From an optimization exercise on the open Yosys and OpenROAD flow, aimed at small area; shortcuts taken in it are not production practice. No functional check of the RTL was part of any run shown here.

## flow/design.v (module list and top-level ports; edited modules follow where they fit)
// module cordic_sin_cos: 780 lines
module cordic_sin_cos (
    input clk, input rst_n,
    input signed [31:0] angle, input pre_vaild,
    output signed [31:0] sin, output signed [31:0] cos, output post_vaild);
  // ...
==> flow/run.sh <==
#!/bin/bash
# synth_recipe.tcl (not shown) runs the flow's synth.tcl, then flattens the netlist and writes it again
# the make line also repeats each setting of config.mk as NAME=value (left out here)
make -C /OpenROAD-flow-scripts/flow DESIGN_CONFIG=/design/flow/config.mk WORK_HOME=/design/flow/orfs CLKGATE_MAP_FILE= SYNTH_SCRIPT=/design/flow/synth_recipe.tcl finish
==> flow/config.mk <==
export PLATFORM = sky130hd
export DESIGN_NAME = cordic_sin_cos
export DESIGN_NICKNAME = cordic_sin_cos
export VERILOG_FILES = /design/flow/design.v
export SDC_FILE = /design/flow/constraint.sdc
export NUM_CORES = 4
export LEC_CHECK = 0
export CAP_MARGIN = 20
export CORE_MARGIN = 2
export CORE_UTILIZATION = 40
export CTS_BUF_LIST = sky130_fd_sc_hd__clkbuf_8
export CTS_CLUSTER_DIAMETER = 50
export CTS_CLUSTER_SIZE = 20
export SLEW_MARGIN = 20
==> flow/constraint.sdc <==
create_clock -name core_clock -period 6.0 [get_ports {clk}]
set_input_delay 1.2000 -clock core_clock [delete_from_list [all_inputs] [get_ports {clk}]]
set_output_delay 1.2000 -clock core_clock [all_outputs]
set_load 0.01 [all_outputs]
==> flow_summary.ini, run 1 <==
[cells_and_area]
seq_share_pct = 20.44
design_area_sq_mm = 0.02916
layout.nets = 3534
fin_util_pct = 45.48
area_delta_synth_final_pct = 13.18
seq_area_sq_mm = 0.005959

[global_route]
grt_use_met2_pct = 31.40
antenna_found_initial = 1
grt_overflow = 0
grt_start_max_net_pins = 31

[synthesis]
synth_cell_type_count = 94
synthesis.nets = 3420
synthMuxAreaShare_pct = 2.360
synth_top_cells_by_count = xnor2_1, dfxtp_1, a21oi_1, ha_1, nor2_1
yosysSeqAreaShare_pct = 23.08
synthSimpleGateAreaFrac_pct = 15.59
netlist_area_sq_mm = 0.02576

[routing]
routed-wl-met2_um = 28950
drc_errors = 0
route.layer.met1.wl_um = 26460

[critical_path]
crit_top_cell = buf_4
cp.required_ps = 4800

[cts]
clock_latency_ps = 630
postCtsSetupBuffers = 6
htree_levels = 2

[die]
die_y_um = 257.8

[timing]
layout_min_cycle_time_ps = 5760

[run_status]
status = timing/DRC/antenna clean

[placed_design]
pre_cts_ws_ps = 63.61

[worst_hold_path]
worstHoldEndpoint = s_q5
==> run 2: changes to the inputs <==
--- a/flow/config.mk
+++ b/flow/config.mk
@@ -10,5 +10,5 @@
 export CORE_UTILIZATION = 40
-export CTS_BUF_LIST = sky130_fd_sc_hd__clkbuf_8
-export CTS_CLUSTER_DIAMETER = 50
-export CTS_CLUSTER_SIZE = 20
+export CTS_BUF_LIST = sky130_fd_sc_hd__clkbuf_4
+export CTS_CLUSTER_DIAMETER = 40
+export CTS_CLUSTER_SIZE = 12
 export SLEW_MARGIN = 20
==> flow_summary.ini, run 2 <==
[synthesis]
synth_top_cells_by_count = xnor2_1, dfxtp_1, a21oi_1, ha_1, nor2_1
netlist_area_sq_mm = 0.02576
synth_cell_type_count = 94
yosysSeqAreaShare_pct = 23.08
syn-mean-instance-area_sq_um = 8.244
syn_inst = 3125
yosysMostFrequentCell = xnor2_1
yosysTopAreaCellShare_pct = 22.30
synth_area_leader_cell = dfxtp_1
synth_ff_type = dfxtp_1
ys_async_sr_fraction_pct = 2.712
synth-seq-cells = 295
synth_edf_count = 0
synthesis.nets = 3420
synth_area_leaders = dfxtp_1, xnor2_1, ha_1
yosysWarnings = 1

[timing]
rsz0062_at_grt = yes
drv_slew = 0
hold_viol = 0
max-slew-margin-rel_pct = 25.83
setup_viol = 0
fin_crit_sh_pct = 95.88
layout_min_cycle_time_ps = 5753
max_freq_ghz = 0.1738
finClkSkew_ps = 51.16
hold_slack_ps = 302.3
tightest_slew_ps = 1112
finalSetupTns_ps = 0

[cts]
cts-buffers-inserted = 49
cts-root-buf = clkbuf_4
clock_latency_ps = 810
clk_pin_slew_worst_paths_ps = 110
htree_levels = 2
cts-hold-fix-buffers = 0
cts_num_sinks = 295
cts_tree = yes
clockBufferDepth = 3

[critical_path]
crit_path_start_kind = flop
cp_slowest_cell = or4_4
cp.required_ps = 6710
max_stage_delay_ps = 510
worstSetupPathType = reg2reg
critPathArrivalTime_ps = 6470
endpoint_kind = flop
crit_fanout = 5

[routing]
drtIter0Drc = 1098
drtPass1Iterations = 6
drc_errors = 0
vias = 21444
avgViaCountPerCell = 5.165
totalWireLength_um = 59410
antenna_left = 0
wl_per_cell_um = 14.31

[cells_and_area]
fin_util_pct = 45.42
layout.nets = 3554
drive_above_1_share_pct = 10.16
area_delta_synth_final_pct = 13.04
layout_commonest_cell = xnor2_1
mostFrequentLayoutCells = xnor2_1, dfxtp_1, a21oi_1
nFillCells = 6380

[die]
die-area_sq_mm = 0.06645
num_rows = 93
die_x_um = 257.8
initial_utilization_pct = 40.18
core_sq_mm = 0.06412
die_y_um = 257.8
io_pins = 100

[global_route]
grt_use_met3_pct = 2.307
grt_overflow = 0
grt.busiest_layer = met2
grt_start_max_net_pins = 31
grt_pass1_vias = 20321
antenna_found_initial = 2
grtUsageTotal_pct = 17.61
grt_pass1_wl_um = 98800
met1_usage_pct = 21.47
grt_use_met2_pct = 31.68

[placed_design]
dp_hpwl_um = 47060
gp_congestion = 0.8939
numPortBuffers = 92

[worst_hold_path]
hold_class = reg2reg

[run_status]
status = timing/DRC/antenna clean

[job]
drv_cap = 0
run 2: cell counts after synthesis:
Identical to the previous run, type by type.
run 2: worst paths after layout:
path / slack, ps / end / cells after the start / start
worst min register to register: 300 / s_q5 / 0 / s_q4
worst min-delay path: 300 / s_q5 / 0 / s_q4
worst max register to register: 250 / h7_q2[10] / 30 / h1_q1[0]
min in group asynchronous: 660 / vr[7] / 1 / rst_n
max in group asynchronous: 5090 / vr[3] / 1 / rst_n
worst max-delay path: 250 / h7_q2[10] / 30 / h1_q1[0]
run 2: cells by family after synthesis:
group                      Yosys count  synth area share, %
xor gates and xnor gates           617                21.03
and+or+nand+nor                    813                15.59
buffers and inverters              319                5.100
adders and majority gates          261                13.86
AOI/OAI and AO/OA                  761                18.98
DFF                                295                23.08
muxes                               59                2.360
run 2: per-stage QoR:
step           area [sq um]  std cells  setup WS, ps
3_3_place_gp          27820       4030         45.82
4_1_cts               28820       4138        -50.39
5_1_grt               29120       4152        -248.9
3_5_place_dp          27820       4030         63.61
6_report              29120       4152         246.9
2_1_floorplan         25760       3125         263.4
run 2: final cells by class:
cell class                 count  area, sq um  share of cell area [%]
inverter                     203        762.0                   2.617
antenna                        1        2.502                0.008593
tap                          855         1070                   3.673
sequential                   295         5963                   20.48
clock buffer                  52        390.4                   1.340
timing repair buffer         198         1662                   5.706
multi-input combinational   2512        18900                   64.89
clock inverter                36        375.4                   1.289
run 2: what timing repair did:
action	in CTS	in global routing
cloned	1	1
buffers inserted	19	12
endpoints found under the setup margin	39	48
pin swaps	20	34
gates resized for setup	101	100
run 2: critical path: cells and delay by family (launching register included):
family          cells  cell delay, ps
fa+ha+maj           2             520
compound gates     16            2910
xor+xnor            2             320
flops               1             350
simple gates        5             980
buf+inv             5             610
run 2: routing by layer:
layer,part of all wire [%],routed length [um],up-vias
met1,44,26250,9763
met3,3.5,2084,103
li1,-,-,11206
met4,3.0,1798,2
met2,49,29260,370
met5,0.020,12,-

[what the ideal ports hide]
The flow's constraints put no driver on any port. The routed layouts listed below were extracted and timed again, unchanged, in two steps. Step 1 (the two cells are an assumption about what drives the block):
set clk [get_ports {clk}]
set_driving_cell -lib_cell sky130_fd_sc_hd__clkbuf_16 $clk
set_driving_cell -lib_cell sky130_fd_sc_hd__buf_2 [delete_from_list [all_inputs] $clk]
Step 2 adds t to the input delays and takes it off the output delays; t is the mean of the earliest and latest rising clock arrival at the registers after step 1. Input paths then give back, and output paths get back, about the clock's delay inside the block. Three values: ideal ports, drivers, drivers and shift; two values: the first two.
| run | t, ns | setup slack, ns | slew at the worst register clock pin (ns) |
|---|---|---|---|
| run 1 | 0.671 | 0.240 / 0.181 / 0.308 | 0.10 / 0.10 |
| run 2 | 0.843 | 0.247 / 0.224 / 0.247 | 0.12 / 0.12 |
After both steps setup and hold are still met in every run listed.
